What follows belongs to an exercise in optimizing a design on an open flow for small area, a short achievable clock period and few clock cycles per item; a production flow would make more cautious choices.
At most, simulation tests tie the RTL to the original design; equivalence was not proved.
Function not checked in run 8: the RTL went through the layout flow alone.
No activity file was given, so power comes from the tool's default toggle rates.

$ cat flow/flow/run.sh
#!/bin/bash
# Own layout flow: the standard ORFS flow (standard.sh) with two changes:
#  - ABC maps each module for a light output load (ABC_LOAD_IN_FF), so the
#    small cell modules of the design keep their smallest drive strength;
#    timing repair later upsizes what the clock period needs.
#  - the port buffers are sky130_fd_sc_hd__buf_1 instead of the cell that
#    buffer_ports picks by default. Every input and output port still gets
#    its own buffer.
# make's full output goes to standard_flow.log; ORFS keeps each step's log
# under orfs/logs/.
set -euo pipefail
cd "$(dirname "$0")/.."
bash standard.sh ABC_LOAD_IN_FF=0.5 'BUFFER_PORTS_ARGS=-buffer_cell sky130_fd_sc_hd__buf_1' finish > standard_flow.log 2>&1 || { tail -50 standard_flow.log; exit 1; }
tail -5 standard_flow.log
$ cat flow/standard.sh
#!/bin/bash
# synth_recipe.tcl (not shown) runs the flow's synth.tcl, then flattens the netlist and writes it again
# the make line also repeats each setting of config.mk as NAME=value (left out here)
make -C /OpenROAD-flow-scripts/flow DESIGN_CONFIG=/design/flow/config.mk WORK_HOME=/design/flow/orfs CLKGATE_MAP_FILE= SYNTH_SCRIPT=/design/flow/synth_recipe.tcl "${@:-finish}"
$ cat flow/config.mk
export PLATFORM = sky130hd
export DESIGN_NAME = sort_32_u8
export DESIGN_NICKNAME = sort_32_u8
export VERILOG_FILES = /design/flow/design.v
export SDC_FILE = /design/flow/constraint.sdc
export NUM_CORES = 8
export LEC_CHECK = 0
export CAP_MARGIN = 20
export CORE_MARGIN = 2
export CORE_UTILIZATION = 30
export PLACE_DENSITY = 0.45
export SETUP_SLACK_MARGIN = 3.0
export SLEW_MARGIN = 20
export SYNTH_HIERARCHICAL = 1
export SYNTH_MINIMUM_KEEP_SIZE = 0
$ cat flow/constraint.sdc
create_clock -name core_clock -period 5.5 [get_ports {clk}]
set_input_delay 1.1000 -clock core_clock [delete_from_list [all_inputs] [get_ports {clk}]]
set_output_delay 1.1000 -clock core_clock [all_outputs]
set_load 0.01 [all_outputs]
$ cat flow/design.v
module sort_32_u8(
    input clk,
    input rst_n,
    input vld_in,
    input [7:0] din_0,
    input [7:0] din_1,
    input [7:0] din_2,
    input [7:0] din_3,
    input [7:0] din_4,
    input [7:0] din_5,
    input [7:0] din_6,
    input [7:0] din_7,
    input [7:0] din_8,
    input [7:0] din_9,
    input [7:0] din_10,
    input [7:0] din_11,
    input [7:0] din_12,
    input [7:0] din_13,
    input [7:0] din_14,
    input [7:0] din_15,
    input [7:0] din_16,
    input [7:0] din_17,
    input [7:0] din_18,
    input [7:0] din_19,
    input [7:0] din_20,
    input [7:0] din_21,
    input [7:0] din_22,
    input [7:0] din_23,
    input [7:0] din_24,
    input [7:0] din_25,
    input [7:0] din_26,
    input [7:0] din_27,
    input [7:0] din_28,
    input [7:0] din_29,
    input [7:0] din_30,
    input [7:0] din_31,
    output vld_out,
    output [7:0] dout_0,
    output [7:0] dout_1,
    output [7:0] dout_2,
    output [7:0] dout_3,
    output [7:0] dout_4,
    output [7:0] dout_5,
    output [7:0] dout_6,
    output [7:0] dout_7,
    output [7:0] dout_8,
    output [7:0] dout_9,
    output [7:0] dout_10,
    output [7:0] dout_11,
    output [7:0] dout_12,
    output [7:0] dout_13,
    output [7:0] dout_14,
    output [7:0] dout_15,
    output [7:0] dout_16,
    output [7:0] dout_17,
    output [7:0] dout_18,
    output [7:0] dout_19,
    output [7:0] dout_20,
    output [7:0] dout_21,
    output [7:0] dout_22,
    output [7:0] dout_23,
    output [7:0] dout_24,
    output [7:0] dout_25,
    output [7:0] dout_26,
    output [7:0] dout_27,
    output [7:0] dout_28,
    output [7:0] dout_29,
    output [7:0] dout_30,
    output [7:0] dout_31
);
    reg [4:0] cnt;
    reg busy, vld_r;
    wire [4:0] cnt_nx = vld_in ? 5'd1 : cnt + 1'b1;
    wire busy_nx = vld_in | (busy & (cnt != 22));
    always @(posedge clk or negedge rst_n) begin
        if (!rst_n) begin
            cnt <= 0;
            busy <= 1'b0;
            vld_r <= 1'b0;
        end else begin
            if (vld_in | busy) cnt <= cnt_nx;
            busy <= busy_nx;
            vld_r <= busy_nx & (cnt_nx == 22);
        end
    end
    assign vld_out = vld_r;
    reg en0_r, fl0_r; reg [4:0] ds0_r;
    reg en0_t, fl0_t; reg [4:0] ds0_t;
    always @(*) begin
        en0_t = 1'b0; fl0_t = 1'b0; ds0_t = 5'd0;
        case (cnt_nx)
            5'd1: begin en0_t = 1'b1; fl0_t = 1'b1; ds0_t = 5'd16; end
            5'd5: begin en0_t = 1'b1; fl0_t = 1'b1; ds0_t = 5'd16; end
            5'd6: begin en0_t = 1'b1; fl0_t = 1'b0; ds0_t = 5'd8; end
            5'd9: begin en0_t = 1'b1; fl0_t = 1'b1; ds0_t = 5'd16; end
            5'd10: begin en0_t = 1'b1; fl0_t = 1'b0; ds0_t = 5'd8; end
            5'd11: begin en0_t = 1'b1; fl0_t = 1'b1; ds0_t = 5'd4; end
            5'd13: begin en0_t = 1'b1; fl0_t = 1'b1; ds0_t = 5'd16; end
            5'd14: begin en0_t = 1'b1; fl0_t = 1'b0; ds0_t = 5'd8; end
            5'd15: begin en0_t = 1'b1; fl0_t = 1'b1; ds0_t = 5'd4; end
            5'd16: begin en0_t = 1'b1; fl0_t = 1'b0; ds0_t = 5'd2; end
            5'd17: begin en0_t = 1'b1; fl0_t = 1'b1; ds0_t = 5'd0; end
            5'd18: begin en0_t = 1'b1; fl0_t = 1'b0; ds0_t = 5'd0; end
            5'd19: begin en0_t = 1'b1; fl0_t = 1'b1; ds0_t = 5'd0; end
            5'd20: begin en0_t = 1'b1; fl0_t = 1'b0; ds0_t = 5'd0; end
            5'd21: begin en0_t = 1'b1; fl0_t = 1'b1; ds0_t = 5'd0; end
            default: ;
        endcase
    end
    always @(posedge clk) begin
        en0_r <= en0_t;
        fl0_r <= fl0_t;
        ds0_r <= ds0_t;
    end
    wire en0 = en0_r;
    wire fl0 = fl0_r;
    wire [4:0] ds0 = ds0_r;
    wire [7:0] din [0:31];
    assign din[0] = din_0;
    assign din[1] = din_1;
    assign din[2] = din_2;
    assign din[3] = din_3;
    assign din[4] = din_4;
    assign din[5] = din_5;
    assign din[6] = din_6;
    assign din[7] = din_7;
    assign din[8] = din_8;
    assign din[9] = din_9;
    assign din[10] = din_10;
    assign din[11] = din_11;
    assign din[12] = din_12;
    assign din[13] = din_13;
    assign din[14] = din_14;
    assign din[15] = din_15;
    assign din[16] = din_16;
    assign din[17] = din_17;
    assign din[18] = din_18;
    assign din[19] = din_19;
    assign din[20] = din_20;
    assign din[21] = din_21;
    assign din[22] = din_22;
    assign din[23] = din_23;
    assign din[24] = din_24;
    assign din[25] = din_25;
    assign din[26] = din_26;
    assign din[27] = din_27;
    assign din[28] = din_28;
    assign din[29] = din_29;
    assign din[30] = din_30;
    assign din[31] = din_31;
    wire [7:0] v0 [0:31];
    wire [7:0] v1 [0:31];
    reg [7:0] r [0:31];
    genvar i;
    generate for (i = 0; i < 32; i = i + 1) begin : g_in
        assign v0[i] = r[i];
    end endgenerate
    generate for (i = 0; i < 16; i = i + 1) begin : g_ce0
        localparam [4:0] X0 = ((i >> 0) << 1) | (i & 0);
        localparam [4:0] X1 = X0 + 1;
        wire desc = fl0 ^ (|(ds0 & X0));
        wire pa = en0 & ~desc;    
        wire pb = en0 & desc;     
        wire ca1 = ~(pa & ~vld_in), cb1 = ~(pb & ~vld_in);
        wire ca0 = vld_in | pa, cb0 = vld_in | pb;
        wire ngt, s1, s0;
        cmp8 u_c (.a(v0[X0]), .b(v0[X1]), .ngt(ngt));
        cell_mux2i u_m1 (.s(ngt), .a0(ca1), .a1(cb1), .y(s1));
        cell_mux2i u_m0 (.s(ngt), .a0(ca0), .a1(cb0), .y(s0));
        genvar j;
        for (j = 0; j < 8; j = j + 1) begin : g_b
            cell_a222oi u_y0 (.a1(vld_in), .a2(din[X0][j]), .b1(s1), .b2(v0[X1][j]), .c1(s0), .c2(v0[X0][j]), .y(v1[X0][j]));
            cell_a222oi u_y1 (.a1(vld_in), .a2(din[X1][j]), .b1(s1), .b2(v0[X0][j]), .c1(s0), .c2(v0[X1][j]), .y(v1[X1][j]));
        end
    end endgenerate
    always @(posedge clk) begin
        r[0] <= v1[0];
        r[1] <= v1[2];
        r[2] <= v1[4];
        r[3] <= v1[6];
        r[4] <= v1[8];
        r[5] <= v1[10];
        r[6] <= v1[12];
        r[7] <= v1[14];
        r[8] <= v1[16];
        r[9] <= v1[18];
        r[10] <= v1[20];
        r[11] <= v1[22];
        r[12] <= v1[24];
        r[13] <= v1[26];
        r[14] <= v1[28];
        r[15] <= v1[30];
        r[16] <= v1[1];
        r[17] <= v1[3];
        r[18] <= v1[5];
        r[19] <= v1[7];
        r[20] <= v1[9];
        r[21] <= v1[11];
        r[22] <= v1[13];
        r[23] <= v1[15];
        r[24] <= v1[17];
        r[25] <= v1[19];
        r[26] <= v1[21];
        r[27] <= v1[23];
        r[28] <= v1[25];
        r[29] <= v1[27];
        r[30] <= v1[29];
        r[31] <= v1[31];
    end
    assign dout_0 = r[0];
    assign dout_1 = r[16];
    assign dout_2 = r[8];
    assign dout_3 = r[24];
    assign dout_4 = r[4];
    assign dout_5 = r[20];
    assign dout_6 = r[12];
    assign dout_7 = r[28];
    assign dout_8 = r[2];
    assign dout_9 = r[18];
    assign dout_10 = r[10];
    assign dout_11 = r[26];
    assign dout_12 = r[6];
    assign dout_13 = r[22];
    assign dout_14 = r[14];
    assign dout_15 = r[30];
    assign dout_16 = r[1];
    assign dout_17 = r[17];
    assign dout_18 = r[9];
    assign dout_19 = r[25];
    assign dout_20 = r[5];
    assign dout_21 = r[21];
    assign dout_22 = r[13];
    assign dout_23 = r[29];
    assign dout_24 = r[3];
    assign dout_25 = r[19];
    assign dout_26 = r[11];
    assign dout_27 = r[27];
    assign dout_28 = r[7];
    assign dout_29 = r[23];
    assign dout_30 = r[15];
    assign dout_31 = r[31];
endmodule
module cmp8(input [7:0] a, input [7:0] b, output ngt);
    wire [7:0] g, nl;
    wire [3:0] ng1, l1;
    wire [1:0] g2, nl2;
    genvar i;
    generate for (i = 0; i < 8; i = i + 1) begin : g_b
        cell_nor2b u_g (.a(b[i]), .bn(a[i]), .y(g[i]));
        cell_nand2b u_l (.an(a[i]), .b(b[i]), .y(nl[i]));
    end endgenerate
    generate for (i = 0; i < 4; i = i + 1) begin : g_1
        cell_a21oi u_g (.a1(nl[2*i+1]), .a2(g[2*i]), .b1(g[2*i+1]), .y(ng1[i]));
        cell_o21ai u_l (.a1(g[2*i+1]), .a2(nl[2*i]), .b1(nl[2*i+1]), .y(l1[i]));
    end endgenerate
    generate for (i = 0; i < 2; i = i + 1) begin : g_2
        cell_o21ai u_g (.a1(l1[2*i+1]), .a2(ng1[2*i]), .b1(ng1[2*i+1]), .y(g2[i]));
        cell_a21oi u_l (.a1(ng1[2*i+1]), .a2(l1[2*i]), .b1(l1[2*i+1]), .y(nl2[i]));
    end endgenerate
    cell_a21oi u_3 (.a1(nl2[1]), .a2(g2[0]), .b1(g2[1]), .y(ngt));
endmodule
module cell_nor2b(input a, input bn, output y); assign y = ~a & bn; endmodule
module cell_nand2b(input an, input b, output y); assign y = ~(~an & b); endmodule
module cell_a21oi(input a1, input a2, input b1, output y); assign y = ~((a1 & a2) | b1); endmodule
module cell_o21ai(input a1, input a2, input b1, output y); assign y = ~((a1 | a2) & b1); endmodule
module cell_mux2i(input s, input a0, input a1, output y); assign y = ~(s ? a1 : a0); endmodule
module cell_a22oi(input a1, input a2, input b1, input b2, output y); assign y = ~((a1 & a2) | (b1 & b2)); endmodule
module cell_a222oi(input a1, input a2, input b1, input b2, input c1, input c2, output y); assign y = ~((a1 & a2) | (b1 & b2) | (c1 & c2)); endmodule
==> results.cfg, run 1 <==
[cts]
cts_tree = built
clk_pin_slew_ps = 60
cts_made_buffers = 31
clockBufferDepth = 3
cts_root_buf = clkbuf_16
holdBufCountCts = 0
cts-htree-levels = 1
clkLatencyLatePin_ps = 580
cts.sink_count = 269

[drt]
via_per_inst = 5.84
drt_iter0_markers = 2172
wirelength_um = 61500
ant_nets = 0
firstDrtPassIters = 10
wl_per_cell_um = 27.1
drc = 0
via_count = 13300

[synth]
synth_nets = 1423
synthesis.area_mm2 = 0.0119
async_reset_ff_share_pct = 2.60
synth_edf_count = 0
synthFlopType = dfxtp_1
synth.avg_cell_area_um2 = 10.3
ys_types = 38
syn-instance-count = 1158
ys_seq_area_share_pct = 45.6
synth_seq_cells = 269
ys_warn_count = 9

[timing]
tightest_slew_ps = 686
fin_crit_sh_pct = 44.6
finClkSkew_ps = 9.66
fmax_mhz = 407
maxSlewViolCount = 0
rsz0062_at_grt = true
hold_viol = 0
max-slew-margin-rel_pct = 54.3
layout_min_cycle_time_ps = 2460
finalSetupViolCount = 0
finalSetupTns_ps = 0

[worst_setup_path]
setup.worst_path.class = register to register
cp_max_fo = 16
endpoint_kind = register
critPathRequiredTime_ps = 5910
startpoint_type = register
r2r_start = r[1][7]
arrival_ps = 2870
rrSetupSlack_ps = 3040
cp-startpoint = r[1][7]

[min_path]
hp-class = input port to asynchronous set/reset pin

[global_route]
grt_pass1_vias = 12900
antenna_found_initial = 14
grt_overflow_total = 0
grt_pass1_wl_um = 87000
grt.total_usage_pct = 28.5
grt_max_degree = 137

[floorplan]
core_mm2 = 0.0389
ios = 516
die_y_um = 203
rows = 72
die_w_um = 203
initial_core_util_pct = 30.5
fp.dieArea_mm2 = 0.0412

[power_and_ir_drop]
cellLeakagePower_uw = 0.00568
power-per-cell-area_mw_per_mm2 = 819
peakVddDrop_v = 0.000312

[placement]
dpl_cell_area_mm2 = 0.0148
place_hpwl_um = 47000
portBuffers = 515
place_congestion = 0.910

[final_layout]
layout-drive-gt1-share_pct = 8.02
multiInputGateArea_mm2 = 0.00675
layout_common_cells = buf_1 (514), a222oi_1 (256), dfxtp_1 (255)
fillCellCount = 3971
layout_commonest_cell = buf_1
fin_nets = 1991
ff_latch_area_mm2 = 0.00543
syn_to_final_growth_pct = 38.8
final_cell_area_mm2 = 0.0165

[status]
status = finished clean

[run]
cap_violations = 0
worst max-delay path, stage by stage (launching register included):
cell      delay (ps)
dfxtp_1          420
nand2b_1         110
a21oi_1          230
a21oi_1          100
a21oi_1          520
mux2i_1          190
buf_4            240
a222oi_1         460
Yosys cell counts, types with 3 or more instances:
cell type    n  area, um^2
xnor2_1     28         245
clkbuf_1    13        48.8
nor3_2       3        30.0
xor2_1       6        52.6
inv_1        4        15.0
a21oi_1     97         485
dfrtp_1      7         175
dfxtp_1    262        5250
nand2b_1   115         719
a222oi_1   256        2560
buf_2        8        40.0
nor3_1       4        20.0
o21ai_1     80         400
nor2_1      13        48.8
mux2i_1     33         330
nand2_1     38         143
ha_1         6        75.1
nor2b_1    130         813
a21o_1      32         240
worst paths after layout:
| path | end | cells after the start |
|---|---|---|
| worst min-delay path | cnt[1] | 1 |
| min in group core_clock | r[23][0] | 1 |
| max in group asynchronous | cnt[0] | 1 |
| worst max register to register | r[16][0] | 7 |
| worst min register to register | r[23][0] | 1 |
| worst max-delay path | r[16][0] | 7 |
Yosys stat by module, one instance, submodules excluded, excerpt:
module,cells inside,copies in the design,area (um^2)
cell_nand2b,1,112,6.26
cell_o21ai,1,80,5.00
sort_32_u8,454,1,6620
cell_a21oi,1,96,5.00
cell_a222oi,1,256,10.0
cell_nor2b,1,128,6.26
cell_mux2i,1,32,10.0
power by group:
| part | leakage (uW) | switching, uW | internal [uW] |
|---|---|---|---|
| Sequential | 0.00230 | 1810 | 3020 |
| Combinational | 0.00290 | 3670 | 3010 |
| Clock | 0.000482 | 844 | 1170 |
area by class of cell:
type,count,area share (%)
Antenna cell,6,0.0910
Clock buffer,50,5.80
Clock inverter,3,0.0910
Inverter,5,0.114
Multi-Input combinational cell,862,40.9
Sequential cell,269,32.9
Tap cell,518,3.93
Timing Repair Buffer,557,16.1
per-layer routing:
metal  vias up  GRT usage, %  routed length, um
met2       763          46.8              28800
met4        14          11.1               2440
met1      6412          35.2              23800
met3       118          8.19               6420
li1       5951             -                  -
met5         -             0                 94
kinds of logic after synthesis:
kind of cell	share of synthesized area, %
buffers and inverters	1.00
XOR/XNOR	2.51
multiplexers	3.14
adder cells (fa/ha/maj)	0.632
AO/OA/AOI/OAI	31.4
flip-flops	45.6
AND/OR/NAND/NOR	15.7
flip-flops by register name, summed over array words and instances (netlist names):
register  count
busy          1
cnt           5
ds0_r         4
fl0_r         1
en0_r         1
vld_r         1
r           256
through the flow:
stage	cells	setup slack, ps	total power, uW	utilization, %	hold WS (ps)
finish	2270	3040	13500	42.4	426
floorplan	1158	3000	7870	-	521
global route	2269	2910	14300	42.4	446
CTS	2251	3010	13200	41.7	425
global placement	2176	2010	10700	37.9	491
detailed placement	2176	1950	10700	37.9	496
what timing repair did:
| action | CTS | global route |
|---|---|---|
| gates resized for setup | 14 | 11 |
| endpoints found under the setup margin | 259 | 163 |
| pin swaps | 0 | 1 |
| buffers inserted | 22 | 13 |
Testbench counts, summed over its fixed seeds: cycles 21,120, items 960.
==> inputs of run 2 (changes only) <==
--- a/flow/design.v
+++ b/flow/design.v
@@ -85,35 +85,5 @@
     end
     assign vld_out = vld_r;
-    reg en0_r, fl0_r; reg [4:0] ds0_r;
-    reg en0_t, fl0_t; reg [4:0] ds0_t;
-    always @(*) begin
-        en0_t = 1'b0; fl0_t = 1'b0; ds0_t = 5'd0;
-        case (cnt_nx)
-            5'd1: begin en0_t = 1'b1; fl0_t = 1'b1; ds0_t = 5'd16; end
-            5'd5: begin en0_t = 1'b1; fl0_t = 1'b1; ds0_t = 5'd16; end
-            5'd6: begin en0_t = 1'b1; fl0_t = 1'b0; ds0_t = 5'd8; end
-            5'd9: begin en0_t = 1'b1; fl0_t = 1'b1; ds0_t = 5'd16; end
-            5'd10: begin en0_t = 1'b1; fl0_t = 1'b0; ds0_t = 5'd8; end
-            5'd11: begin en0_t = 1'b1; fl0_t = 1'b1; ds0_t = 5'd4; end
-            5'd13: begin en0_t = 1'b1; fl0_t = 1'b1; ds0_t = 5'd16; end
-            5'd14: begin en0_t = 1'b1; fl0_t = 1'b0; ds0_t = 5'd8; end
-            5'd15: begin en0_t = 1'b1; fl0_t = 1'b1; ds0_t = 5'd4; end
-            5'd16: begin en0_t = 1'b1; fl0_t = 1'b0; ds0_t = 5'd2; end
-            5'd17: begin en0_t = 1'b1; fl0_t = 1'b1; ds0_t = 5'd0; end
-            5'd18: begin en0_t = 1'b1; fl0_t = 1'b0; ds0_t = 5'd0; end
-            5'd19: begin en0_t = 1'b1; fl0_t = 1'b1; ds0_t = 5'd0; end
-            5'd20: begin en0_t = 1'b1; fl0_t = 1'b0; ds0_t = 5'd0; end
-            5'd21: begin en0_t = 1'b1; fl0_t = 1'b1; ds0_t = 5'd0; end
-            default: ;
-        endcase
-    end
-    always @(posedge clk) begin
-        en0_r <= en0_t;
-        fl0_r <= fl0_t;
-        ds0_r <= ds0_t;
-    end
-    wire en0 = en0_r;
-    wire fl0 = fl0_r;
-    wire [4:0] ds0 = ds0_r;
+    wire ld = vld_in;
     wire [7:0] din [0:31];
     assign din[0] = din_0;
@@ -152,24 +122,72 @@
     wire [7:0] v1 [0:31];
     reg [7:0] r [0:31];
-    genvar i;
+    genvar i, j;
     generate for (i = 0; i < 32; i = i + 1) begin : g_in
         assign v0[i] = r[i];
     end endgenerate
+    reg en0_r, fl0_r; reg [4:0] ds0_r;
+    reg en0_t, fl0_t; reg [4:0] ds0_t;
+    always @(*) begin
+        en0_t = 1'b0; fl0_t = 1'b0; ds0_t = 5'd0;
+        case (cnt_nx)
+            5'd1: begin en0_t = 1'b1; fl0_t = 1'b1; ds0_t = 5'd16; end
+            5'd5: begin en0_t = 1'b1; fl0_t = 1'b1; ds0_t = 5'd16; end
+            5'd6: begin en0_t = 1'b1; fl0_t = 1'b0; ds0_t = 5'd8; end
+            5'd9: begin en0_t = 1'b1; fl0_t = 1'b1; ds0_t = 5'd16; end
+            5'd10: begin en0_t = 1'b1; fl0_t = 1'b0; ds0_t = 5'd8; end
+            5'd11: begin en0_t = 1'b1; fl0_t = 1'b1; ds0_t = 5'd4; end
+            5'd13: begin en0_t = 1'b1; fl0_t = 1'b1; ds0_t = 5'd16; end
+            5'd14: begin en0_t = 1'b1; fl0_t = 1'b0; ds0_t = 5'd8; end
+            5'd15: begin en0_t = 1'b1; fl0_t = 1'b1; ds0_t = 5'd4; end
+            5'd16: begin en0_t = 1'b1; fl0_t = 1'b0; ds0_t = 5'd2; end
+            5'd17: begin en0_t = 1'b1; fl0_t = 1'b1; ds0_t = 5'd0; end
+            5'd18: begin en0_t = 1'b1; fl0_t = 1'b0; ds0_t = 5'd0; end
+            5'd19: begin en0_t = 1'b1; fl0_t = 1'b1; ds0_t = 5'd0; end
+            5'd20: begin en0_t = 1'b1; fl0_t = 1'b0; ds0_t = 5'd0; end
+            5'd21: begin en0_t = 1'b1; fl0_t = 1'b1; ds0_t = 5'd0; end
+            default: ;
+        endcase
+    end
+    always @(posedge clk) begin
+        en0_r <= en0_t;
+        fl0_r <= fl0_t;
+        ds0_r <= ds0_t;
+    end
+    wire en0 = en0_r;
+    wire fl0 = fl0_r;
+    wire [4:0] ds0 = ds0_r;
+    wire [15:0] pa0, pb0;
+    generate for (i = 0; i < 16; i = i + 1) begin : g_ct0
+        localparam [4:0] X0 = ((i >> 0) << 1) | (i & 0);
+        wire desc = fl0 ^ (|(ds0 & X0));
+        assign pa0[i] = en0 & ~desc;
+        assign pb0[i] = en0 & desc;
+    end endgenerate
+    wire [15:0] ca1_0, cb1_0, ca0_0, cb0_0;
+    assign ca1_0 = ~(pa0 & {16{~ld}}), cb1_0 = ~(pb0 & {16{~ld}});
+    assign ca0_0 = pa0 | {16{ld}}, cb0_0 = pb0 | {16{ld}};
     generate for (i = 0; i < 16; i = i + 1) begin : g_ce0
         localparam [4:0] X0 = ((i >> 0) << 1) | (i & 0);
         localparam [4:0] X1 = X0 + 1;
-        wire desc = fl0 ^ (|(ds0 & X0));
-        wire pa = en0 & ~desc;    
-        wire pb = en0 & desc;     
-        wire ca1 = ~(pa & ~vld_in), cb1 = ~(pb & ~vld_in);
-        wire ca0 = vld_in | pa, cb0 = vld_in | pb;
-        wire ngt, s1, s0;
-        cmp8 u_c (.a(v0[X0]), .b(v0[X1]), .ngt(ngt));
-        cell_mux2i u_m1 (.s(ngt), .a0(ca1), .a1(cb1), .y(s1));
-        cell_mux2i u_m0 (.s(ngt), .a0(ca0), .a1(cb0), .y(s0));
-        genvar j;
+        wire ngt, g74, ng76, ng72;
+        cmp8 u_c (.a(v0[X0]), .b(v0[X1]), .ngt(ngt), .g74(g74), .ng76(ng76), .ng72(ng72));
+        wire [7:0] S1, S0;
+        wire s1_0, s0_0;
+        cell_mux2i u_m1_0 (.s(ngt), .a0(ca1_0[i]), .a1(cb1_0[i]), .y(s1_0));
+        cell_mux2i u_m0_0 (.s(ngt), .a0(ca0_0[i]), .a1(cb0_0[i]), .y(s0_0));
+        assign S1[0] = s1_0; assign S0[0] = s0_0;
+        assign S1[1] = s1_0; assign S0[1] = s0_0;
+        assign S1[2] = s1_0; assign S0[2] = s0_0;
+        assign S1[3] = s1_0; assign S0[3] = s0_0;
+        wire s1_1, s0_1;
+        cell_mux2i u_m1_1 (.s(g74), .a0(cb1_0[i]), .a1(ca1_0[i]), .y(s1_1));
+        cell_mux2i u_m0_1 (.s(g74), .a0(cb0_0[i]), .a1(ca0_0[i]), .y(s0_1));
+        assign S1[4] = s1_1; assign S0[4] = s0_1;
+        assign S1[5] = s1_1; assign S0[5] = s0_1;
+        assign S1[6] = s1_1; assign S0[6] = s0_1;
+        assign S1[7] = s1_1; assign S0[7] = s0_1;
         for (j = 0; j < 8; j = j + 1) begin : g_b
-            cell_a222oi u_y0 (.a1(vld_in), .a2(din[X0][j]), .b1(s1), .b2(v0[X1][j]), .c1(s0), .c2(v0[X0][j]), .y(v1[X0][j]));
-            cell_a222oi u_y1 (.a1(vld_in), .a2(din[X1][j]), .b1(s1), .b2(v0[X0][j]), .c1(s0), .c2(v0[X1][j]), .y(v1[X1][j]));
+            cell_a222oi u_y0 (.a1(ld), .a2(din[X0][j]), .b1(S1[j]), .b2(v0[X1][j]), .c1(S0[j]), .c2(v0[X0][j]), .y(v1[X0][j]));
+            cell_a222oi u_y1 (.a1(ld), .a2(din[X1][j]), .b1(S1[j]), .b2(v0[X0][j]), .c1(S0[j]), .c2(v0[X1][j]), .y(v1[X1][j]));
         end
     end endgenerate
@@ -241,5 +259,5 @@
     assign dout_31 = r[31];
 endmodule
-module cmp8(input [7:0] a, input [7:0] b, output ngt);
+module cmp8(input [7:0] a, input [7:0] b, output ngt, output g74, output ng76, output ng72);
     wire [7:0] g, nl;
     wire [3:0] ng1, l1;
@@ -259,5 +277,12 @@
     end endgenerate
     cell_a21oi u_3 (.a1(nl2[1]), .a2(g2[0]), .b1(g2[1]), .y(ngt));
+    assign g74 = g2[1];
+    assign ng76 = ng1[3];
+    wire g32;
+    cell_inv u_i32 (.a(ng1[1]), .y(g32));
+    cell_a21oi u_72 (.a1(nl2[1]), .a2(g32), .b1(g2[1]), .y(ng72));
 endmodule
+module cell_inv(input a, output y); assign y = ~a; endmodule
+module cell_nand2(input a, input b, output y); assign y = ~(a & b); endmodule
 module cell_nor2b(input a, input bn, output y); assign y = ~a & bn; endmodule
 module cell_nand2b(input an, input b, output y); assign y = ~(~an & b); endmodule
--- a/flow/config.mk
+++ b/flow/config.mk
@@ -8,7 +8,7 @@
 export CAP_MARGIN = 20
 export CORE_MARGIN = 2
-export CORE_UTILIZATION = 30
-export PLACE_DENSITY = 0.45
-export SETUP_SLACK_MARGIN = 3.0
+export CORE_UTILIZATION = 35
+export PLACE_DENSITY = 0.5
+export SETUP_SLACK_MARGIN = 3.2
 export SLEW_MARGIN = 20
 export SYNTH_HIERARCHICAL = 1
==> results.cfg, run 2 <==
[placement]
place_congestion = 0.915
portBuffers = 515
place_worst_setup_slack_ps = 2170
dpl.cell_count = 2148
place_hpwl_um = 40500

[global_route]
grt_pass1_vias = 12700
grt.total_usage_pct = 27.6
antenna_found_initial = 3
grt_max_degree = 89
grt_pass1_wl_um = 77200
grt_overflow_total = 0

[cts]
clk_pin_slew_ps = 60
cts_root_buf = clkbuf_16
cts-htree-levels = 1
cts_tree = built
clockBufferDepth = 3
holdBufCountCts = 0
cts.sink_count = 269
clkLatencyLatePin_ps = 560
cts_made_buffers = 31

[power_and_ir_drop]
power-per-cell-area_mw_per_mm2 = 787
internal_power_uw = 7090
switching_power_uw = 6060
peakVddDrop_v = 0.000314
p_comb_share_pct = 48.8
seqPwrFrac_pct = 36.3
p_total_uw = 13200
switching_share_pct = 46.0
power_frac_clock_pct = 14.9
cellLeakagePower_uw = 0.00575

[final_layout]
syn_to_final_growth_pct = 36.9
fin_nets = 1999
top_regs = r (256), cnt (5), ds0_r (4)
layout_commonest_cell = buf_1
layout-drive-gt1-share_pct = 19.7
regMostFlops = r
final_cell_count_no_fill = 2209
layout_common_cells = buf_1 (471), a222oi_1 (256), dfxtp_2 (149)
largest_register_ffs = 256

[worst_setup_path]
setup.worst_path.class = register to primary output
critPathTopFamily = flip-flops
cp_max_fo = 5
arrival_ps = 1170
path_buf_inv = 1
critPathRequiredTime_ps = 4400
endpoint_kind = primary output
max_stage_delay_ps = 440
slowest_stage = dfxtp_2
crit_chain = buf_1
startpoint_type = register

[drt]
met1_length_um = 21100
highest_layer = met5
drt_iter0_markers = 1999
met3_length_um = 4120
drc = 0
firstDrtPassIters = 10
via_count = 13100
via_per_inst = 5.95
wirelength_um = 53700
ant_nets = 0
wl_met2_um = 26600
wl_per_cell_um = 24.3

[floorplan]
die_y_um = 191
die_w_um = 191
core_mm2 = 0.0345
ios = 516
initial_core_util_pct = 35.5
fp.dieArea_mm2 = 0.0364
rows = 68

[timing]
max-slew-margin-rel_pct = 48.0
layout_min_cycle_time_ps = 2270
hold_viol = 0
layout_setup_ws_ps = 3230
maxSlewViolCount = 0
finalSetupViolCount = 0
fin_crit_sh_pct = 41.3
tightest_slew_ps = 758
fmax_mhz = 440
rsz0062_at_grt = true
finalSetupTns_ps = 0
finClkSkew_ps = 10.8

[synth]
synth.avg_cell_area_um2 = 10.2
syn-instance-count = 1194
ys_warn_count = 9
synthesis.area_mm2 = 0.0122
synth_nets = 1460

[min_path]
hp-class = input port to asynchronous set/reset pin

[status]
status = finished clean

[run]
cap_violations = 0
run 2: power groups by stage:
| stage | Sequential [uW] | Clock, uW | Combinational (uW) |
|---|---|---|---|
| after floorplan | 4430 | 0 | 3600 |
| after global placement | 4600 | 0 | 5830 |
| after detailed placement | 4580 | 0 | 5880 |
| after CTS | 4630 | 1990 | 6170 |
| after global routing | 4910 | 2090 | 6940 |
| final | 4770 | 1960 | 6420 |
run 2: path summary, 6_finish.rpt:
kind | end | slack [ps] | cells after the start | startpoint
min in group core_clock | r[31][4] | 480 | 1 | r[30][4]
min | busy | 470 | 1 | rst_n
max | dout_26[4] | 3230 | 1 | r[11][4]
max in group asynchronous | cnt[4] | 4720 | 1 | rst_n
min reg2reg | r[31][4] | 480 | 1 | r[30][4]
max reg2reg | r[20][2] | 3290 | 6 | r[8][7]
run 2: layout make-up:
cell class	count	area [um^2]
multi-input combinational	896	7350
tap	455	569
fill	3405	17700
clock buffer	44	906
sequential	269	5620
inverter	7	31.3
timing repair buffer	528	2190
antenna	1	2.50
clock inverter	9	50.0
run 2: routing by layer:
layer	GRT usage, %	vias to the layer above
met5	0	-
met4	11.2	2
met3	5.37	106
met2	47.9	634
met1	33.4	6367
li1	-	6024
run 2: timing repair:
action / CTS / global route
pin swaps: 0 / 0
cloned: 2 / 0
endpoints found under the setup margin: 349 / 243
setup buffers: 1 / 4
resized for setup: 122 / 141
run 2: per-stage QoR:
stage                     hold slack [ps]  cell area [um^2]  util, %
after floorplan                       521             12600        -
after global placement                496             15000     43.6
after detailed placement              490             15000     43.6
after CTS                             451             16400     47.5
after global routing                  478             16700     48.5
final                                 466             16700     48.5
Testbench counts of run 2, summed over its fixed seeds: cycles 21,120, items 960.
==> inputs of run 3 (changes only) <==
--- a/flow/config.mk
+++ b/flow/config.mk
@@ -8,6 +8,8 @@
 export CAP_MARGIN = 20
 export CORE_MARGIN = 2
-export CORE_UTILIZATION = 35
-export PLACE_DENSITY = 0.5
+export CORE_UTILIZATION = 30
+export CTS_CLUSTER_DIAMETER = 100
+export CTS_CLUSTER_SIZE = 20
+export PLACE_DENSITY = 0.6
 export SETUP_SLACK_MARGIN = 3.2
 export SLEW_MARGIN = 20
==> results.cfg, run 3 <==
[cts]
cts-htree-levels = 1
clk_pin_slew_ps = 90
cts.sink_count = 269
clkLatencyLatePin_ps = 530
cts_made_buffers = 17
holdBufCountCts = 0
clockBufferDepth = 3
cts_tree = built
cts_root_buf = clkbuf_16

[drt]
drt_iter0_markers = 2469
ant_nets = 0
via_per_inst = 5.94
wirelength_um = 54900
drc = 0
wl_per_cell_um = 24.5
via_count = 13400
firstDrtPassIters = 12

[floorplan]
rows = 73
die_w_um = 206
die_y_um = 206
core_mm2 = 0.0400
initial_core_util_pct = 30.5
ios = 516
fp.dieArea_mm2 = 0.0423

[worst_setup_path]
endpoint_kind = primary output
critPathRequiredTime_ps = 4400
critPathTopFamily = flip-flops
crit_chain = buf_1
setup.worst_path.class = register to primary output
arrival_ps = 1190
cp_max_fo = 5
slowest_stage = dfxtp_1
path_buf_inv = 1
startpoint_type = register
max_stage_delay_ps = 480

[final_layout]
largest_register_ffs = 256
top_regs = r (256), cnt (5), ds0_r (4)
layout-drive-gt1-share_pct = 12.6
layout_commonest_cell = buf_1
syn_to_final_growth_pct = 33.1
final_cell_count_no_fill = 2246
fin_nets = 1982
regMostFlops = r
layout_common_cells = buf_1 (501), a222oi_1 (256), dfxtp_1 (187)

[timing]
layout_min_cycle_time_ps = 2290
fin_crit_sh_pct = 41.5
max-slew-margin-rel_pct = 33.2
finalSetupTns_ps = 0
finalSetupViolCount = 0
maxSlewViolCount = 0
hold_viol = 0
tightest_slew_ps = 1000
fmax_mhz = 438
rsz0062_at_grt = true
finClkSkew_ps = 33.5

[synth]
synthesis.area_mm2 = 0.0122
synth_nets = 1460
ys_warn_count = 9
synth.avg_cell_area_um2 = 10.2
syn-instance-count = 1194

[global_route]
grt_pass1_vias = 12200
antenna_found_initial = 3
grt.total_usage_pct = 23.8
grt_max_degree = 97
grt_overflow_total = 0
grt_pass1_wl_um = 76400

[power_and_ir_drop]
peakVddDrop_v = 0.000278
power-per-cell-area_mw_per_mm2 = 774
cellLeakagePower_uw = 0.00542

[min_path]
hp-class = input port to asynchronous set/reset pin

[run]
cap_violations = 0

[placement]
place_congestion = 0.890
place_hpwl_um = 42600
dpl.cell_count = 2218
portBuffers = 515

[status]
status = finished clean
## run 3: cell types whose count changed in the layout (fill, tap and decap cells not counted), sizes merged, moves of 2 or more
cell | before | now
buf | 500 | 513
clkbuf | 70 | 29
inv | 6 | 8
diode | 1 | 3
clkinv | 8 | 1
clkinvlp | 2 | 0
## run 3: per-layer routing
| metal | global-route usage, % | vias up | share of wire (%) |
|---|---|---|---|
| met4 | 5.08 | 2 | 2.2 |
| met1 | 29.7 | 6505 | 39 |
| met3 | 3.37 | 68 | 8.5 |
| met5 | 0 | - | 0.031 |
| met2 | 43.2 | 784 | 51 |
| li1 | - | 5992 | - |
## run 3: area by class of cell
cell class	instances	area, um^2
Fill cell	4026	23800
Multi-Input combinational cell	897	7480
Sequential cell	269	5520
Timing Repair Buffer	524	2090
Tap cell	525	657
Clock buffer	19	443
Inverter	7	31.3
Clock inverter	2	20.0
Antenna cell	3	7.51
## run 3: stage by stage
step / power, uW / hold slack [ps] / setup WS (ps) / cell area [um^2] / utilization, %
floorplan: 8030 / 521 / 3130 / 12600 / -
global placement: 10500 / 482 / 1870 / 15100 / 37.8
detailed placement: 10600 / 495 / 1850 / 15100 / 37.8
CTS: 12300 / 486 / 3140 / 15900 / 39.8
global route: 13300 / 516 / 3140 / 16300 / 40.6
finish: 12600 / 497 / 3220 / 16300 / 40.6
## run 3: path summary, 6_finish.rpt
| path | start | endpoint | slack [ps] | depth (start not counted) |
|---|---|---|---|---|
| worst max-delay path | r[20][2] | dout_5[2] | 3220 | 1 |
| worst min-delay path | rst_n | cnt[4] | 500 | 1 |
| worst max register to register | r[5][7] | r[2][0] | 3270 | 6 |
| worst min register to register | r[29][1] | r[14][1] | 500 | 1 |
| max in group asynchronous | rst_n | cnt[2] | 4700 | 1 |
| min in group core_clock | r[29][1] | r[14][1] | 500 | 1 |
## run 3: where the power goes
part	internal (uW)	switching (uW)	total [uW]
Combinational	2850	3770	6610
Clock	580	698	1280
Sequential	3070	1620	4690
Total	6500	6090	12600
## run 3: repair_timing
item / CTS / global route
gates resized for setup: 102 / 76
setup endpoints to repair: 317 / 210
cloned: 2 / 0
pin swaps: 0 / 1
setup buffers: 0 / 2
==> inputs of run 4 (changes only) <==
--- a/flow/config.mk
+++ b/flow/config.mk
@@ -11,5 +11,6 @@
 export CTS_CLUSTER_DIAMETER = 100
 export CTS_CLUSTER_SIZE = 20
-export PLACE_DENSITY = 0.6
+export GPL_ROUTABILITY_DRIVEN = 0
+export PLACE_DENSITY = 0.45
 export SETUP_SLACK_MARGIN = 3.2
 export SLEW_MARGIN = 20
==> results.cfg, run 4 <==
[status]
status = finished clean

[final_layout]
top_regs = r (256), cnt (5), ds0_r (4)
largest_register_ffs = 256
syn_to_final_growth_pct = 32.0
layout_commonest_cell = buf_1
layout-drive-gt1-share_pct = 12.3
fin_nets = 1981
final_util_pct = 40.3
layout_common_cells = buf_1 (500), a222oi_1 (256), dfxtp_1 (185)
regMostFlops = r

[floorplan]
initial_core_util_pct = 30.5
fp.dieArea_mm2 = 0.0423
die_w_um = 206
core_mm2 = 0.0400
ios = 516
die_y_um = 206
rows = 73

[synth]
ys_warn_count = 9
synth_nets = 1460
synth.avg_cell_area_um2 = 10.2
synthesis.area_mm2 = 0.0122
syn-instance-count = 1194

[worst_setup_path]
startpoint_type = register
crit_chain = buf_1
critPathTopFamily = flip-flops
slowest_stage = dfxtp_1
cp-startpoint = r[5][5]
arrival_ps = 1170
reg2reg_depth = 5
crit_cells = 1
rrSetupSlack_ps = 3290
r2r_end = r[5][4]
setup.worst_path.class = register to primary output
endpoint_kind = primary output
r2r_start = r[10][7]
critPathRequiredTime_ps = 4400
max_stage_delay_ps = 480
cp_max_fo = 5
path_buf_inv = 1

[drt]
drc = 0
drt_iter0_markers = 2064
ant_nets = 0
wirelength_um = 55700
via_count = 13000
via_per_inst = 5.78
firstDrtPassIters = 11
wl_per_cell_um = 24.8

[timing]
layout_setup_ws_ps = 3230
finalSetupTns_ps = 0
finalSetupViolCount = 0
max-slew-margin-rel_pct = 42.6
fin_crit_sh_pct = 41.2
maxSlewViolCount = 0
fmax_mhz = 441
rsz0062_at_grt = true
layout_min_cycle_time_ps = 2270
tightest_slew_ps = 861
hold_viol = 0
holdWs_ps = 484
finClkSkew_ps = 12.8

[placement]
portBuffers = 515
place_worst_setup_slack_ps = 1960
place_hpwl_um = 43500

[power_and_ir_drop]
peakVddDrop_v = 0.000312
power-per-cell-area_mw_per_mm2 = 767
cellLeakagePower_uw = 0.00539
p_total_uw = 12400

[global_route]
antenna_found_initial = 7
grt_overflow_total = 0
grt_pass1_wl_um = 78300
grt_max_degree = 82
grt.total_usage_pct = 24.4
grt_pass1_vias = 12400

[run]
cap_violations = 0

[min_path]
hp-class = input port to asynchronous set/reset pin

[cts]
clkLatencyLatePin_ps = 510
cts.sink_count = 269
cts_root_buf = clkbuf_16
cts-htree-levels = 1
clockBufferDepth = 3
cts_made_buffers = 17
cts_tree = built
clk_pin_slew_ps = 90
-- run 4: cell type report --
| type | count | area [um^2] |
|---|---|---|
| repair buffers | 524 | 2100 |
| inverters | 7 | 27.5 |
| multi-input cells | 896 | 7370 |
| fillers | 4145 | 23900 |
| clock buffers | 19 | 433 |
| diodes | 4 | 10.0 |
| flip-flops and latches | 269 | 5520 |
| well taps | 525 | 657 |
| clock inverters | 2 | 13.8 |
-- run 4: what timing repair did --
action	in CTS	in global routing
cloned	1	0
resized for setup	87	75
pin swaps	0	1
setup endpoints to repair	306	184
hold buffers	0	0
buffers inserted	1	0
endpoints found under the hold margin	0	0
-- run 4: power by group --
group | switching, uW | leakage, uW | total [uW] | internal (uW)
combinational | 3650 | 0.00288 | 6430 | 2780
sequential | 1610 | 0.00229 | 4680 | 3070
clock | 691 | 0.000220 | 1260 | 565
total | 5950 | 0.00539 | 12400 | 6420
-- run 4: worst max-delay path by stage --
stage / end
final: dout_20[5]
after global routing: r[7][5]
after CTS: en0_r
after detailed placement: en0_r
after global placement: en0_r
after floorplan: en0_r
-- run 4: per-layer routing --
metal | wire length, um | track usage [%] | vias up
met4 | 1130 | 6.28 | 8
met1 | 22200 | 29.8 | 6404
met2 | 28400 | 44.2 | 538
met3 | 3920 | 4.15 | 62
met5 | 53 | 0 | -
li1 | - | - | 5981
-- run 4: through the flow --
stage	area (um^2)	instances
finish	16100	2246
detailed placement	15100	2219
global route	16100	2245
global placement	15100	2219
CTS	15900	2242
floorplan	12600	1194
==> inputs of run 5 (changes only) <==
--- a/flow/config.mk
+++ b/flow/config.mk
@@ -11,7 +11,6 @@
 export CTS_CLUSTER_DIAMETER = 100
 export CTS_CLUSTER_SIZE = 20
-export GPL_ROUTABILITY_DRIVEN = 0
 export PLACE_DENSITY = 0.45
-export SETUP_SLACK_MARGIN = 3.2
+export SETUP_SLACK_MARGIN = 3.15
 export SLEW_MARGIN = 20
 export SYNTH_HIERARCHICAL = 1
==> results.cfg, run 5 <==
[cts]
holdBufCountCts = 0
cts_root_buf = clkbuf_16
cts_tree = built
clockBufferDepth = 3
clkLatencyLatePin_ps = 520
cts-htree-levels = 1
cts.sink_count = 269
cts_made_buffers = 17
clk_pin_slew_ps = 90

[floorplan]
rows = 73
core_mm2 = 0.0400
die_y_um = 206
die_w_um = 206
ios = 516
initial_core_util_pct = 30.5
fp.dieArea_mm2 = 0.0423

[worst_setup_path]
endpoint_kind = primary output
crit_chain = buf_1
critPathTopFamily = flip-flops
critPathRequiredTime_ps = 4400
path_buf_inv = 1
r2r_start = r[11][6]
cp_max_fo = 5
arrival_ps = 1220
cp-startpoint = r[5][1]
slowest_stage = dfxtp_1
setup.worst_path.class = register to primary output
reg2reg_depth = 6
max_stage_delay_ps = 510
crit_cells = 1
startpoint_type = register

[timing]
layout_min_cycle_time_ps = 2320
max-slew-margin-rel_pct = 52.0
finalSetupTns_ps = 0
fmax_mhz = 431
fin_crit_sh_pct = 42.1
finClkSkew_ps = 11.6
maxSlewViolCount = 0
rsz0062_at_grt = true
tightest_slew_ps = 700
hold_viol = 0
finalSetupViolCount = 0

[power_and_ir_drop]
cellLeakagePower_uw = 0.00539
power-per-cell-area_mw_per_mm2 = 764
peakVddDrop_v = 0.000349

[drt]
drt_iter0_markers = 2060
via_per_inst = 5.87
ant_nets = 0
drc = 0
wl_per_cell_um = 26.1
wirelength_um = 58600
firstDrtPassIters = 8
via_count = 13200

[global_route]
grt.total_usage_pct = 25.8
grt_pass1_vias = 12400
grt_overflow_total = 0
antenna_found_initial = 6
grt_max_degree = 83
grt_pass1_wl_um = 81400

[final_layout]
fin_nets = 1986
regMostFlops = r
layout_common_cells = buf_1 (507), a222oi_1 (256), dfxtp_1 (223)
final_cell_count_no_fill = 2249
layout-drive-gt1-share_pct = 9.29
layout_commonest_cell = buf_1
syn_to_final_growth_pct = 29.7
largest_register_ffs = 256
final_util_pct = 39.6
top_regs = r (256), cnt (5), ds0_r (4)

[placement]
place_congestion = 0.874
place_hpwl_um = 44400
portBuffers = 515
dpl.cell_count = 2217

[synth]
synthesis.area_mm2 = 0.0122
ys_warn_count = 9
synth.avg_cell_area_um2 = 10.2
synth_nets = 1460
syn-instance-count = 1194

[run]
cap_violations = 0

[min_path]
hp-class = input port to asynchronous set/reset pin

[status]
status = finished clean
[run 5: what timing repair did]
item / in CTS / in global routing
resized for setup: 38 / 56
gates cloned: 3 / 1
setup endpoints to repair: 283 / 170
buffers inserted: 0 / 5
pin swaps: 1 / 5
[run 5: through the flow]
step | cell area [um^2] | setup slack (ps) | total power (uW) | hold WS, ps
after detailed placement | 14900 | 2270 | 10400 | 498
after floorplan | 12400 | 3070 | 7860 | 521
after CTS | 15600 | 3080 | 11900 | 450
final | 15800 | 3180 | 12100 | 471
after global routing | 15800 | 3090 | 12900 | 471
after global placement | 14900 | 2010 | 10400 | 497
[run 5: path summary, 6_finish.rpt]
check                        endpoint  slack [ps]
max                        dout_20[1]        3180
min                            cnt[1]         470
max reg2reg                  r[21][0]        3210
min reg2reg                  r[16][1]         510
max in group asynchronous      cnt[4]        4740
min in group core_clock      r[16][1]         510
[run 5: layer usage]
layer,vias up,global-route usage [%],share of wire [%]
li1,5999,-,-
met1,6521,32.0,40
met2,612,44.9,49
met3,70,5.89,8.3
met4,6,6.40,2.2
met5,-,0,0.073
[run 5: area by class of cell]
class | instances | area [um^2]
Fill cell | 4107 | 24200
Multi-Input combinational cell | 897 | 7060
Sequential cell | 269 | 5470
Timing Repair Buffer | 528 | 2180
Tap cell | 525 | 657
Clock buffer | 19 | 433
Inverter | 7 | 31.3
Clock inverter | 2 | 13.8
Antenna cell | 2 | 5.00
[run 5: where the power goes]
group / internal, uW / switching, uW
clock: 566 / 720
combinational: 2610 / 3520
sequential: 3040 / 1660
total: 6220 / 5900
==> inputs of run 6 (changes only) <==
--- a/flow/config.mk
+++ b/flow/config.mk
@@ -12,5 +12,5 @@
 export CTS_CLUSTER_SIZE = 20
 export PLACE_DENSITY = 0.45
-export SETUP_SLACK_MARGIN = 3.15
+export SETUP_SLACK_MARGIN = 3.25
 export SLEW_MARGIN = 20
 export SYNTH_HIERARCHICAL = 1
==> results.cfg, run 6 <==
[final_layout]
fin_nets = 1986
layout-drive-gt1-share_pct = 22.9
final_cell_area_mm2 = 0.0166
layout_common_cells = buf_1 (456), a222oi_1 (256), dfxtp_2 (185)
regMostFlops = r
layout_commonest_cell = buf_1
top_regs = r (256), cnt (5), ds0_r (4)
syn_to_final_growth_pct = 36.2
final_util_pct = 41.6
largest_register_ffs = 256
fillCellCount = 4085

[synth]
syn-instance-count = 1194
synthesis.area_mm2 = 0.0122
synth.avg_cell_area_um2 = 10.2
synth_nets = 1460
ys_warn_count = 9

[drt]
ant_nets = 0
drt_iter0_markers = 2226
via_per_inst = 5.76
wl_per_cell_um = 24.9
wirelength_um = 56200
via_count = 13000
drc = 0
firstDrtPassIters = 10

[worst_setup_path]
r2r_start = r[6][7]
r2r_end = r[3][5]
setup.worst_path.class = register to register
rrSetupSlack_ps = 3220
startpoint_type = register
cp_max_fo = 8
critPathRequiredTime_ps = 5820
arrival_ps = 2600
reg2reg_depth = 5
endpoint_kind = register
cp-startpoint = r[6][7]

[global_route]
grt_max_degree = 72
grt.total_usage_pct = 24.6
antenna_found_initial = 7
grt_overflow_total = 0
grt_pass1_wl_um = 78300
grt_pass1_vias = 12300

[power_and_ir_drop]
peakVddDrop_v = 0.000258
switching_power_uw = 6090
internal_power_uw = 6730
switching_share_pct = 47.5
power_frac_clock_pct = 9.9
p_comb_share_pct = 52.7
cellLeakagePower_uw = 0.00558
seqPwrFrac_pct = 37.4
power-per-cell-area_mw_per_mm2 = 770

[placement]
place_hpwl_um = 42800
dpl_cell_area_mm2 = 0.0154
place_congestion = 0.878
portBuffers = 515
place_worst_setup_slack_ps = 2110

[cts]
clockBufferDepth = 3
cts_tree = built
holdBufCountCts = 0
clkLatencyLatePin_ps = 520
cts-htree-levels = 1
clk_pin_slew_ps = 90
cts_root_buf = clkbuf_16
cts.sink_count = 269
cts_made_buffers = 17

[timing]
max-slew-margin-rel_pct = 45.7
rsz0062_at_grt = true
fmax_mhz = 438
fin_crit_sh_pct = 41.5
finClkSkew_ps = 20.9
hold_viol = 0
tightest_slew_ps = 814
finalSetupTns_ps = 0
finalSetupViolCount = 0
maxSlewViolCount = 0
layout_min_cycle_time_ps = 2280
layout_setup_ws_ps = 3220

[run]
cap_violations = 0

[floorplan]
ios = 516
initial_core_util_pct = 30.5
die_w_um = 206
core_mm2 = 0.0400
rows = 73
fp.dieArea_mm2 = 0.0423
die_y_um = 206

[min_path]
min-delay-start = r[22][3]
hp-class = register to register
hold_depth = 1
min_to = r[27][3]

[status]
status = finished clean
-- run 6: cell type report --
| cell class | instances | area, um^2 | area share, % |
|---|---|---|---|
| sequential | 269 | 5690 | 34.2 |
| inverter | 7 | 38.8 | 0.233 |
| clock inverter | 2 | 16.3 | 0.0977 |
| antenna | 9 | 22.5 | 0.135 |
| tap | 525 | 657 | 3.95 |
| timing repair buffer | 529 | 2240 | 13.4 |
| clock buffer | 18 | 429 | 2.58 |
| multi-input combinational | 896 | 7550 | 45.4 |
-- run 6: critical path: stages, from the launching register on --
cell and delay, ps:
dfxtp_2 350, nand2b_1 150, a21oi_1 340, o21ai_4 190, mux2i_4 280, a222oi_1 750
-- run 6: power groups by stage --
stage	clock network, uW	registers, uW	logic, uW
final	1260	4800	6750
after floorplan	0	4430	3940
after CTS	1310	4690	6630
after global routing	1370	4960	7290
after detailed placement	0	4590	6320
after global placement	0	4610	6280
-- run 6: layer usage --
| layer | global-route usage, % | part of all wire, % | vias to the layer above |
|---|---|---|---|
| met5 | 0 | 0 | - |
| met4 | 7.81 | 2.7 | 0 |
| met3 | 3.50 | 5.9 | 65 |
| met2 | 44.5 | 52 | 515 |
| met1 | 29.9 | 40 | 6413 |
| li1 | - | - | 5996 |
-- run 6: through the flow --
stage | std cells | hold slack (ps) | total power [uW]
floorplan | 1194 | 521 | 8380
global placement | 2218 | 488 | 10900
detailed placement | 2218 | 496 | 10900
CTS | 2242 | 493 | 12600
global route | 2253 | 497 | 13600
finish | 2255 | 468 | 12800
-- run 6: worst max-delay path by stage --
stage                     slack [ps]  endpoint  cells after the start
after floorplan                 3130     en0_r                      7
after global routing            3150   r[3][7]                      5
after CTS                       3200   r[3][4]                      6
after detailed placement        2110     en0_r                      8
after global placement          2160     en0_r                      8
final                           3220   r[3][5]                      5
-- run 6: what timing repair did --
item                                    in CTS  in global routing
gates resized for setup                    203                121
endpoints found under the hold margin        0                  0
gates cloned                                 2                  0
buffers inserted                             2                  4
endpoints found under the setup margin     409                193
pin swaps                                    2                  2
==> inputs of run 7 (changes only) <==
--- a/flow/config.mk
+++ b/flow/config.mk
@@ -12,5 +12,5 @@
 export CTS_CLUSTER_SIZE = 20
 export PLACE_DENSITY = 0.45
-export SETUP_SLACK_MARGIN = 3.25
+export SETUP_SLACK_MARGIN = 3.2
 export SLEW_MARGIN = 20
 export SYNTH_HIERARCHICAL = 1
==> results.cfg, run 7 <==
[final_layout]
final_cell_area_mm2 = 0.0161
layout-drive-gt1-share_pct = 12.3
syn_to_final_growth_pct = 32.0
regMostFlops = r
fillCellCount = 4145
largest_register_ffs = 256
layout_commonest_cell = buf_1
fin_nets = 1981
top_regs = r (256), cnt (5), ds0_r (4)
layout_common_cells = buf_1 (500), a222oi_1 (256), dfxtp_1 (185)

[drt]
drc = 0
firstDrtPassIters = 11
wirelength_um = 55700
via_count = 13000
wl_per_cell_um = 24.8
drt_iter0_markers = 2064
wl_met2_um = 28400
via_per_inst = 5.78
met3_length_um = 3920
highest_layer = met5
ant_nets = 0
met1_length_um = 22200

[placement]
portBuffers = 515
place_hpwl_um = 43500
place_congestion = 0.861
dpl_cell_area_mm2 = 0.0151
place_worst_setup_slack_ps = 1960

[global_route]
grt_overflow_total = 0
antenna_found_initial = 7
grt_pass1_vias = 12400
grt.total_usage_pct = 24.4
grt_pass1_wl_um = 78300
grt_max_degree = 82

[floorplan]
core_mm2 = 0.0400
fp.dieArea_mm2 = 0.0423
initial_core_util_pct = 30.5
rows = 73
die_y_um = 206
ios = 516
die_w_um = 206

[min_path]
hp-class = input port to asynchronous set/reset pin

[cts]
clkLatencyLatePin_ps = 510
cts_tree = built
cts_made_buffers = 17
cts-htree-levels = 1
holdBufCountCts = 0
cts.sink_count = 269
cts_root_buf = clkbuf_16
clockBufferDepth = 3
clk_pin_slew_ps = 90

[power_and_ir_drop]
cellLeakagePower_uw = 0.00539
power-per-cell-area_mw_per_mm2 = 767
p_total_uw = 12400
peakVddDrop_v = 0.000312

[timing]
finalSetupTns_ps = 0
finalSetupViolCount = 0
fmax_mhz = 441
layout_min_cycle_time_ps = 2270
max-slew-margin-rel_pct = 42.6
maxSlewViolCount = 0
fin_crit_sh_pct = 41.2
rsz0062_at_grt = true
hold_viol = 0
finClkSkew_ps = 12.8
layout_setup_ws_ps = 3230
tightest_slew_ps = 861

[worst_setup_path]
r2r_start = r[10][7]
arrival_ps = 1170
cp-startpoint = r[5][5]
cp_max_fo = 5
max_stage_delay_ps = 480
crit_chain = buf_1
slowest_stage = dfxtp_1
rrSetupSlack_ps = 3290
critPathTopFamily = flip-flops
crit_cells = 1
setup.worst_path.class = register to primary output
reg2reg_depth = 5
critPathRequiredTime_ps = 4400
path_buf_inv = 1
r2r_end = r[5][4]
critPathCapture = dout_20[5]
startpoint_type = register
endpoint_kind = primary output

[status]
status = finished clean

[synth]
ys_warn_count = 9
syn-instance-count = 1194
synthesis.area_mm2 = 0.0122
synth.avg_cell_area_um2 = 10.2
synth_nets = 1460

[run]
cap_violations = 0
run 7: how the worst min path moves through the flow:
stage | cells after the start | end
after global routing | 1 | cnt[1]
after floorplan | 1 | r[16][0]
after detailed placement | 1 | r[15][0]
after CTS | 1 | cnt[4]
final | 1 | cnt[4]
after global placement | 1 | r[22][0]
run 7: stage by stage:
step	util, %	instances	hold slack (ps)
2_1_floorplan	-	1194	521
3_3_place_gp	37.8	2219	491
3_5_place_dp	37.8	2219	492
4_1_cts	39.8	2242	476
5_1_grt	40.3	2245	506
6_report	40.3	2246	484
run 7: where the power goes:
| part | leakage (uW) | total (uW) | switching, uW | internal [uW] |
|---|---|---|---|---|
| Combinational | 0.00288 | 6430 | 3650 | 2780 |
| Sequential | 0.00229 | 4680 | 1610 | 3070 |
| Clock | 0.000220 | 1260 | 691 | 565 |
run 7: layout make-up:
type	count	area, um^2	area share, %
clock inverter	2	13.8	0.0854
tap	525	657	4.07
clock buffer	19	433	2.69
sequential	269	5520	34.2
antenna	4	10.0	0.0621
timing repair buffer	524	2100	13.0
multi-input combinational	896	7370	45.7
inverter	7	27.5	0.171
run 7: layer usage:
metal | GRT usage (%) | up-vias
met5 | 0 | -
met4 | 6.28 | 8
met3 | 4.15 | 62
met2 | 44.2 | 538
met1 | 29.8 | 6404
li1 | - | 5981
run 7: repair_timing:
action	CTS	global route
pin swaps	0	1
buffers inserted	1	0
resized for setup	87	75
endpoints found under the setup margin	306	184
gates cloned	1	0
==> inputs of run 8 (changes only) <==
--- a/flow/design.v
+++ b/flow/design.v
@@ -180,11 +180,8 @@
         assign S1[2] = s1_0; assign S0[2] = s0_0;
         assign S1[3] = s1_0; assign S0[3] = s0_0;
-        wire s1_1, s0_1;
-        cell_mux2i u_m1_1 (.s(g74), .a0(cb1_0[i]), .a1(ca1_0[i]), .y(s1_1));
-        cell_mux2i u_m0_1 (.s(g74), .a0(cb0_0[i]), .a1(ca0_0[i]), .y(s0_1));
-        assign S1[4] = s1_1; assign S0[4] = s0_1;
-        assign S1[5] = s1_1; assign S0[5] = s0_1;
-        assign S1[6] = s1_1; assign S0[6] = s0_1;
-        assign S1[7] = s1_1; assign S0[7] = s0_1;
+        assign S1[4] = s1_0; assign S0[4] = s0_0;
+        assign S1[5] = s1_0; assign S0[5] = s0_0;
+        assign S1[6] = s1_0; assign S0[6] = s0_0;
+        assign S1[7] = s1_0; assign S0[7] = s0_0;
         for (j = 0; j < 8; j = j + 1) begin : g_b
             cell_a222oi u_y0 (.a1(ld), .a2(din[X0][j]), .b1(S1[j]), .b2(v0[X1][j]), .c1(S0[j]), .c2(v0[X0][j]), .y(v1[X0][j]));
--- a/flow/config.mk
+++ b/flow/config.mk
@@ -8,8 +8,6 @@
 export CAP_MARGIN = 20
 export CORE_MARGIN = 2
-export CORE_UTILIZATION = 30
-export CTS_CLUSTER_DIAMETER = 100
-export CTS_CLUSTER_SIZE = 20
-export PLACE_DENSITY = 0.45
+export CORE_UTILIZATION = 35
+export PLACE_DENSITY = 0.5
 export SETUP_SLACK_MARGIN = 3.2
 export SLEW_MARGIN = 20
==> results.cfg, run 8 <==
[synth]
synth.avg_cell_area_um2 = 10.2
synthesis.area_mm2 = 0.0119
synth_nets = 1428
syn-instance-count = 1162
ys_warn_count = 9

[timing]
tightest_slew_ps = 871
fin_crit_sh_pct = 41.3
finalSetupTns_ps = 0
max-slew-margin-rel_pct = 41.9
layout_min_cycle_time_ps = 2270
maxSlewViolCount = 0
layout_setup_ws_ps = 3230
rsz0062_at_grt = false
finalSetupViolCount = 0
hold_viol = 0
fmax_mhz = 440
finClkSkew_ps = 14.8

[run]
cap_violations = 0

[placement]
dpl.cell_count = 2108
portBuffers = 515
place_worst_setup_slack_ps = 2150
place_hpwl_um = 43100
place_congestion = 0.919

[floorplan]
ios = 516
rows = 67
initial_core_util_pct = 35.5
core_mm2 = 0.0335
fp.dieArea_mm2 = 0.0355
die_y_um = 188
die_w_um = 188

[global_route]
grt_pass1_wl_um = 82700
grt_overflow_total = 0
grt_pass1_vias = 12700
grt.total_usage_pct = 30.9
antenna_found_initial = 8
grt_max_degree = 103

[drt]
wl_per_cell_um = 26.4
ant_nets = 0
wirelength_um = 58200
drt_iter0_markers = 2403
via_count = 13300
via_per_inst = 6.04
firstDrtPassIters = 9
drc = 0

[final_layout]
top_regs = r (256), cnt (5), ds0_r (4)
regMostFlops = r
final_cell_count_no_fill = 2203
fin_nets = 1998
layout_common_cells = buf_1 (472), a222oi_1 (256), dfxtp_2 (137)
largest_register_ffs = 256
layout_commonest_cell = buf_1
syn_to_final_growth_pct = 41.7
layout-drive-gt1-share_pct = 19.0
ff_latch_area_mm2 = 0.00566
multiInputGateArea_mm2 = 0.00681
fillCellCount = 3305

[cts]
holdBufCountCts = 0
clkLatencyLatePin_ps = 560
cts_root_buf = clkbuf_16
clockBufferDepth = 3
cts-htree-levels = 1
cts_made_buffers = 31
clk_pin_slew_ps = 60
cts_tree = built
cts.sink_count = 269

[worst_setup_path]
startpoint_type = register
critPathRequiredTime_ps = 4400
slowest_stage = dfxtp_1
endpoint_kind = primary output
setup.worst_path.class = register to primary output
arrival_ps = 1170
cp_max_fo = 4
crit_chain = buf_1
critPathTopFamily = flip-flops
path_buf_inv = 1
max_stage_delay_ps = 430

[power_and_ir_drop]
peakVddDrop_v = 0.000307
seqPwrFrac_pct = 36.4
switching_power_uw = 6130
power-per-cell-area_mw_per_mm2 = 810
power_frac_clock_pct = 15.0
cellLeakagePower_uw = 0.00587
p_comb_share_pct = 48.6
switching_share_pct = 44.9
internal_power_uw = 7530

[status]
status = finished clean

[min_path]
hp-class = input port to asynchronous set/reset pin
-- run 8: cell types whose count changed in the layout (fill, tap and decap cells not counted), sizes merged --
cell,before,now
bufbuf,1,2
clkinv,2,3
buf,517,543
inv,7,6
mux2i,68,36
clkbuf,25,61
bufinv,0,3
-- run 8: cell type report --
cell class	instances	share of cell area, %
multi-input cells	864	40.4
flip-flops and latches	269	33.6
repair buffers	559	16.6
clock buffers	47	5.25
well taps	448	3.32
clock inverters	5	0.594
inverters	7	0.186
diodes	4	0.0594
-- run 8: worst paths after layout --
path / start / depth (start not counted) / slack [ps] / to
min reg2reg: r[4][5] / 1 / 480 / r[18][5]
min: rst_n / 1 / 440 / cnt[4]
max: r[27][0] / 1 / 3230 / dout_27[0]
min in group core_clock: r[4][5] / 1 / 480 / r[18][5]
max reg2reg: r[14][7] / 7 / 3280 / r[23][3]
max in group asynchronous: rst_n / 1 / 4780 / cnt[1]
-- run 8: routing by layer --
metal  global-route usage [%]  up-vias  part of all wire (%)
li1                         -     5966                     -
met1                     39.1     6509                    39
met2                     54.0      749                    49
met3                     6.02       76                   8.8
met4                     7.87        8                   2.5
met5                        0        -                 0.098
-- run 8: per-stage QoR --
step                util, %  total power [uW]  hold slack, ps  instance area, um^2
floorplan                 -              8000             521                12400
global route           50.3             14400             457                16900
finish                 50.3             13700             437                16900
global placement       44.0             10500             486                14800
CTS                    49.5             13400             425                16600
detailed placement     44.0             10600             490                14800
-- run 8: power by group through the flow --
stage / clock network (uW) / logic, uW / registers, uW
6_report: 2050 / 6630 / 4970
5_1_grt: 2170 / 7100 / 5110
4_1_cts: 2090 / 6450 / 4880
3_5_place_dp: 0 / 5780 / 4790
3_3_place_gp: 0 / 5730 / 4810
2_1_floorplan: 0 / 3560 / 4440
-- run 8: what timing repair did --
item / CTS / global route
pin swaps: 0 / 1
setup endpoints to repair: 388 / 156
setup buffers: 30 / 6
cloned: 2 / 1
resized for setup: 154 / 76

==> separate check: timing with driven ports <==
The flow's constraints put no driver on any port. The routed layouts listed below were extracted and timed again, unchanged, in two steps.
Step 1 assumes that a clkbuf_16 drives the clock port and a buf_2 every other input.
Step 2 times the ports against the registers' clock, not the clock port: input delays grow and output delays shrink by t, the midpoint of the rising clock arrivals with the driver on.
a / b / c = ideal ports / drivers / drivers and shift; a / b = the first two.
run | t (ns) | setup WS [ns] | hold slack, ns | worst setup path at the end | worst data-port slew with drivers (ns)
run 1 | 0.627 | 3.044 / 2.993 / 2.377 | 0.426 / 0.395 / 0.503 | input to register | 0.11
run 2 | 0.609 | 3.229 / 3.175 / 2.692 | 0.466 / 0.437 / 0.483 | input to register | 0.10
run 3 | 0.562 | 3.215 / 3.164 / 2.655 | 0.497 / 0.469 / 0.501 | input to register | 0.08
run 4 | 0.557 | 3.233 / 3.180 / 2.729 | 0.484 / 0.454 / 0.497 | input to register | 0.12
run 5 | 0.572 | 3.182 / 3.127 / 2.648 | 0.471 / 0.470 / 0.512 | input to register | 0.10
run 6 | 0.569 | 3.218 / 3.214 / 2.690 | 0.468 / 0.468 / 0.468 | input to register | 0.10
run 7 | 0.557 | 3.233 / 3.180 / 2.729 | 0.484 / 0.454 / 0.497 | input to register | 0.12
run 8 | 0.603 | 3.229 / 3.176 / 2.722 | 0.437 / 0.411 / 0.483 | input to register | 0.10
After both steps every run listed still meets setup and hold. For run 1, which loses most, drivers alone change the setup slack by -0.051 ns; drivers and shift together by -0.667 ns.
